Background: an optimization exercise with open tools, aiming at small area and a short achievable clock period. Do not read the settings as production practice.
Where RTL was checked, it was by simulation tests only, not by an equivalence proof against the original.
Power figures rest on the tool's default switching activity, not on a simulated workload.

// whac_core
module whac_core (
    input  wire        clk,
    input  wire        rst,         
    input  wire        pause,
    input  wire        ps2_clk,
    input  wire        ps2_data,
    output wire [11:0] x_pos,
    output wire [11:0] y_pos,
    output wire        left_btn,
    output wire        right_btn,
    output wire [11:0] mole_up,
    output wire        is_start,
    output wire [3:0]  level,
    output wire [2:0]  live,
    output wire [15:0] score,
    output wire [5:0]  note,
    output wire        beep
);
export LEC_CHECK = 0
export ABC_AREA = 1
export CAP_MARGIN = 20
export CORE_MARGIN = 2
export CORE_UTILIZATION = 60
export CTS_CLUSTER_DIAMETER = 150
export CTS_CLUSTER_SIZE = 25
export PLACE_DENSITY = 0.7
export SLEW_MARGIN = 20
create_clock -name core_clock -period 80.0 [get_ports {clk}]
standard.sh (not shown) runs the stock make flow with config.mk's settings and CLKGATE_MAP_FILE= SYNTH_SCRIPT=/design/flow/synth_recipe.tcl, a recipe that flattens the netlist after the stock synthesis.
==> flow/flow/run.sh <==
#!/bin/bash
set -euo pipefail
export BUFFER_PORTS_ARGS="-buffer_cell sky130_fd_sc_hd__buf_2"
export SETUP_SLACK_MARGIN=63.0
bash standard.sh > standard.log 2>&1
Then changed:
--- a/flow/flow/run.sh
+++ b/flow/flow/run.sh
@@ -4 +3,0 @@
-export SETUP_SLACK_MARGIN=63.0
What happened: The new run completed without violations. First-iteration DRC count decreases by 3.4%. Wire length came out lower by 3.2%. Sequential share of layout area fell by 0.31 points.
Then changed:
--- a/flow/config.mk
+++ b/flow/config.mk
@@ -12,2 +12,3 @@
-export CTS_CLUSTER_DIAMETER = 150
-export CTS_CLUSTER_SIZE = 25
+export CTS_BUF_LIST = sky130_fd_sc_hd__clkbuf_8
+export CTS_CLUSTER_DIAMETER = 120
+export CTS_CLUSTER_SIZE = 20
=> The changed run completed without violations. First-iteration DRC count came out lower by 6.9%. Sequential cell count is unchanged. Non-clock buffer count is unchanged. Global-route usage fell by 0.18 points. Combinational power barely changes. Fmax goes up by 0.35%. Clock power shrinks by 25%. Utilization drops by 0.90 points. Final area falls by 1.4%.
Then changed:
--- a/flow/flow/run.sh
+++ b/flow/flow/run.sh
@@ -3,0 +4 @@
+export SETUP_SLACK_MARGIN=62.8
--- a/flow/config.mk
+++ b/flow/config.mk
@@ -12,3 +12,2 @@
-export CTS_BUF_LIST = sky130_fd_sc_hd__clkbuf_8
-export CTS_CLUSTER_DIAMETER = 120
-export CTS_CLUSTER_SIZE = 20
+export CTS_CLUSTER_DIAMETER = 150
+export CTS_CLUSTER_SIZE = 25
Outcome:
- count of clock-buffer cells in the layout increases by 1
- clock skew is lower by 14 ps
- synthesized cell count is unchanged
- worst hold slack gets worse by 32 ps
- fmax rises by 2.8%
No run of this note included a check of the RTL's function; only the layout flow was run.

---

Setup of build 65:
Another version of the RTL of whac_core (not shown whole).
Size: roughly 1700 cells after synthesis, about 210 flip-flops, ~74 I/O pins, roughly 14000 sq um of cells after synthesis.
clock: 80.0 ns
lec_check: 0
cap_margin: 20
core_margin: 2
core_utilization: 40
cts_buf_list: sky130_fd_sc_hd__clkbuf_4 sky130_fd_sc_hd__clkbuf_8
slew_margin: 20
==> flow/flow/run.sh <==
#!/bin/bash
set -euo pipefail
export BUFFER_PORTS_ARGS="-buffer_cell sky130_fd_sc_hd__buf_2"
bash standard.sh > standard.log 2>&1
Build 65 finished end to end and its layout was clean on timing, DRC and antenna.
Changes in build 58 relative to build 65:
Settings: CTS_BUF_LIST no longer set, was sky130_fd_sc_hd__clkbuf_4 sky130_fd_sc_hd__clkbuf_8.
==> comparison <==
[build 58 vs build 65] mean routed wirelength per cell: higher in build 58
Between build 58 and build 65, the difference in met1 layer usage reported by global route is negligible.
Between build 58 and build 65, it is build 58 whose minimum clock period is lower, by 0.0094 ns.
Comparing the two runs side by side, build 58 comes out ahead of build 65 on standby leakage power.
Re worst setup slack before clock tree synthesis: no difference whatsoever between build 65 and build 58.
The run showing the smaller setup slack is build 65.
Comparing build 58 and build 65, the higher fraction of layout instances using a drive strength above 1 is on build 65.
Build 58: via count lower than build 65
Diff build 65 -> build 58: post-route clock period utilization comparable, worst ir drop on vdd now sits higher.
## Diff of input files: build 71 against build 58
Settings: setting CTS_CLUSTER_SIZE to 30 for the first time; setting CTS_CLUSTER_DIAMETER to 120 for the first time.
==> comparison <==
When build 71 is measured against build 58, its global-route usage turns out 0.27 points lower.
Re final cell area excluding filler cells: build 58 and build 71 aren't equal, and the lower value belongs to build 71.
Relative to build 58, first-iteration DRC count has gone up in build 71.
Total wirelength of the detailed-routed design, build 58 and build 71: lower on build 71

---

## run A
whac_core, a different RTL version from the one above (not shown whole).
Size in the first run: roughly 1800 cells after synthesis, roughly 13000 sq um of cells after synthesis.
clock: 80.0 ns
lec_check: 0
abc_area: 1
cap_margin: 20
core_margin: 2
core_utilization: 75
cts_cluster_diameter: 150
cts_cluster_size: 25
place_density: 0.85
slew_margin: 20
==> flow/flow/run.sh <==
#!/bin/bash
set -euo pipefail
export BUFFER_PORTS_ARGS="-buffer_cell sky130_fd_sc_hd__buf_2"
export SETUP_SLACK_MARGIN=62.8
bash standard.sh > standard.log 2>&1
Run A finished all stages; the layout is clean.
Input changes introduced in run B (baseline for comparison: run A):
- swapping 75 for 60 in CORE_UTILIZATION
- swapping 0.85 for 0.7 in PLACE_DENSITY
==> comparison <==
- Compared with run A, run B shows a lower power.
- Lower design area goes to run A over run B.
- Run B vs run A: maximum vdd drop down in run B
- Compared with run A, run B shows instance area at placement higher by about 0.57%.
- Run A has a lower area added between synthesis and finish than run B.
- | share of the core filled with cells in the final layout | higher: run A |
## Diff of input files: run C against run B
diff --git a/flow/flow/run.sh b/flow/flow/run.sh
--- a/flow/flow/run.sh
+++ b/flow/flow/run.sh
@@ -2,0 +3,4 @@
+rm -rf scripts_abc
+cp -r "$FLOW_HOME/scripts" scripts_abc
+printf 'strash\ndch\nmap -a\ntopo\n' > scripts_abc/abc_area.script
+export SCRIPTS_DIR="$PWD/scripts_abc"
[summary]
Looking at the reports, run C completed the entire flow and the layout it produced met the timing, DRC and antenna checks. Run C ended up with in2reg as its kind of critical path; run B ended up with reg2out. Per the comparison of run C with run B, path length in cells of the critical path climbed 4, sequential area share after synthesis climbed 1.9 points, layout clock buffer count dropped 1.
Changes in run D relative to run C:
diff --git a/flow/flow/run.sh b/flow/flow/run.sh
--- a/flow/flow/run.sh
+++ b/flow/flow/run.sh
@@ -5 +5 @@
-printf 'strash\ndch\nmap -a\ntopo\n' > scripts_abc/abc_area.script
+printf 'strash\ndch\nmap -a\ntopo\nstrash\ndch\nmap -a\ntopo\nstrash\ndch\nmap -a\ntopo\n' > scripts_abc/abc_area.script
[summary]
- Run D finished all stages; the layout is clean.
- Clock network area share was higher in the run labelled run C.
- Changes observed in run D relative to run C: design area went down about 1.4%; die outline width now sits lower.
- Diff run C -> run D: share of power burned in combinational logic lower, number of multi-input logic gates -46.
- Looking at critical path launch point, the note_r[5]$_SDFFE_PP0P_ result is from run D; the pause one comes from run C.
Relative to run D, the following input files were edited for run E:
==> flow/flow/run.sh <==
#!/bin/bash
set -euo pipefail
rm -rf scripts_abc
cp -r "$FLOW_HOME/scripts" scripts_abc
printf 'strash\ndch\nmap -a\ntopo\nstrash\ndch\nmap -a\ntopo\n' > scripts_abc/abc_area.script
export SCRIPTS_DIR="$PWD/scripts_abc"
export BUFFER_PORTS_ARGS="-buffer_cell sky130_fd_sc_hd__buf_1"
export SETUP_SLACK_MARGIN=62.8
bash standard.sh > standard.log 2>&1
[summary]
First-pass GRT wire length in run E vs run D: up 2.9%
Delta (run E minus run D): clock network fraction of total power fell by 1.0 points, fraction of power consumed by combinational cells higher, x dimension of the die was more or less identical, signed area change from the synthesized netlist to the final layout fell by 0.66 points.
Run E vs run D, capture point of the critical path: is_start vs note[5]
Comparing run E with run D, the sum of routed wire length over all layers came out essentially unchanged.
On die footprint, run D and run E are basically level.
Input-level comparison between run F and run E:
diff --git a/flow/flow/run.sh b/flow/flow/run.sh
--- a/flow/flow/run.sh
+++ b/flow/flow/run.sh
@@ -7 +7 @@
-export BUFFER_PORTS_ARGS="-buffer_cell sky130_fd_sc_hd__buf_1"
+export BUFFER_PORTS_ARGS="-buffer_cell sky130_fd_sc_hd__buf_2"
### Flow results
- Routed wire length for run F is higher than for run E.
- Final area delta (run F − run E): unfavourable
- Run F ends up with lower total power density per cell area than run E does.
- Run F ends up with lower sequential share of layout area than run E does.
- For run F, the cell type of the slowest stage on the worst timing path was dfxtp_2, unlike run E, where it was dfxtp_1.
- Run F and run E ended up with nearly the same data arrival time of the critical path.
- On global-route track usage on met2, run F and run E are neck and neck.
- Looking at run F and run E, the post-route total power is a wash.

## separate check: timing with driven ports
How much do the figures lean on ideal ports? The routed layouts below were timed once more, with nothing changed but the port constraints.
Step 1 assumes that a clkbuf_16 drives the clock port and a buf_2 every other input.
Step 2 adds t to the input delays and takes it off the output delays; t is the mean of the earliest and latest rising clock arrival at the registers after step 1. Input paths then give back, and output paths get back, about the clock's delay inside the block.
Slacks: ideal ports / drivers / drivers and shift; pairs: ideal ports / drivers.
| run | t (ns) | setup slack, ns | hold WS [ns] | worst data-port slew with drivers (ns) |
|---|---|---|---|---|
| the first run of note 1 | 0.490 | 63.034 / 62.980 / 62.621 | 0.391 / 0.391 / 0.391 | 0.06 |
| the second run of note 1 | 0.481 | 62.290 / 62.285 / 61.804 | 0.411 / 0.411 / 0.411 | 0.07 |
| the third run of note 1 | 0.524 | 62.351 / 62.337 / 61.813 | 0.415 / 0.415 / 0.415 | 0.07 |
| the fourth run of note 1 | 0.484 | 62.833 / 62.786 / 62.498 | 0.383 / 0.383 / 0.383 | 0.07 |
| build 65 | 0.573 | 62.351 / 62.304 / 62.079 | 0.379 / 0.379 / 0.379 | 0.08 |
| build 58 | 0.562 | 62.360 / 62.310 / 62.081 | 0.385 / 0.385 / 0.385 | 0.08 |
| build 71 | 0.518 | 62.373 / 62.328 / 62.076 | 0.383 / 0.383 / 0.383 | 0.08 |
| run A | 0.482 | 62.841 / 62.797 / 62.418 | 0.411 / 0.411 / 0.411 | 0.06 |
| run B | 0.481 | 62.846 / 62.798 / 62.481 | 0.381 / 0.381 / 0.381 | 0.07 |
| run C | 0.485 | 62.833 / 62.786 / 62.377 | 0.402 / 0.402 / 0.402 | 0.03 |
| run D | 0.484 | 62.807 / 62.758 / 62.505 | 0.385 / 0.385 / 0.385 | 0.03 |
| run E | 0.493 | 62.837 / 62.786 / 62.474 | 0.401 / 0.401 / 0.401 | 0.03 |
| run F | 0.487 | 62.849 / 62.798 / 62.453 | 0.406 / 0.406 / 0.406 | 0.03 |
After both steps setup and hold are still met in every run listed. For the third run of note 1, which loses most, drivers alone change the setup slack by -0.014 ns; drivers and shift together by -0.538 ns.
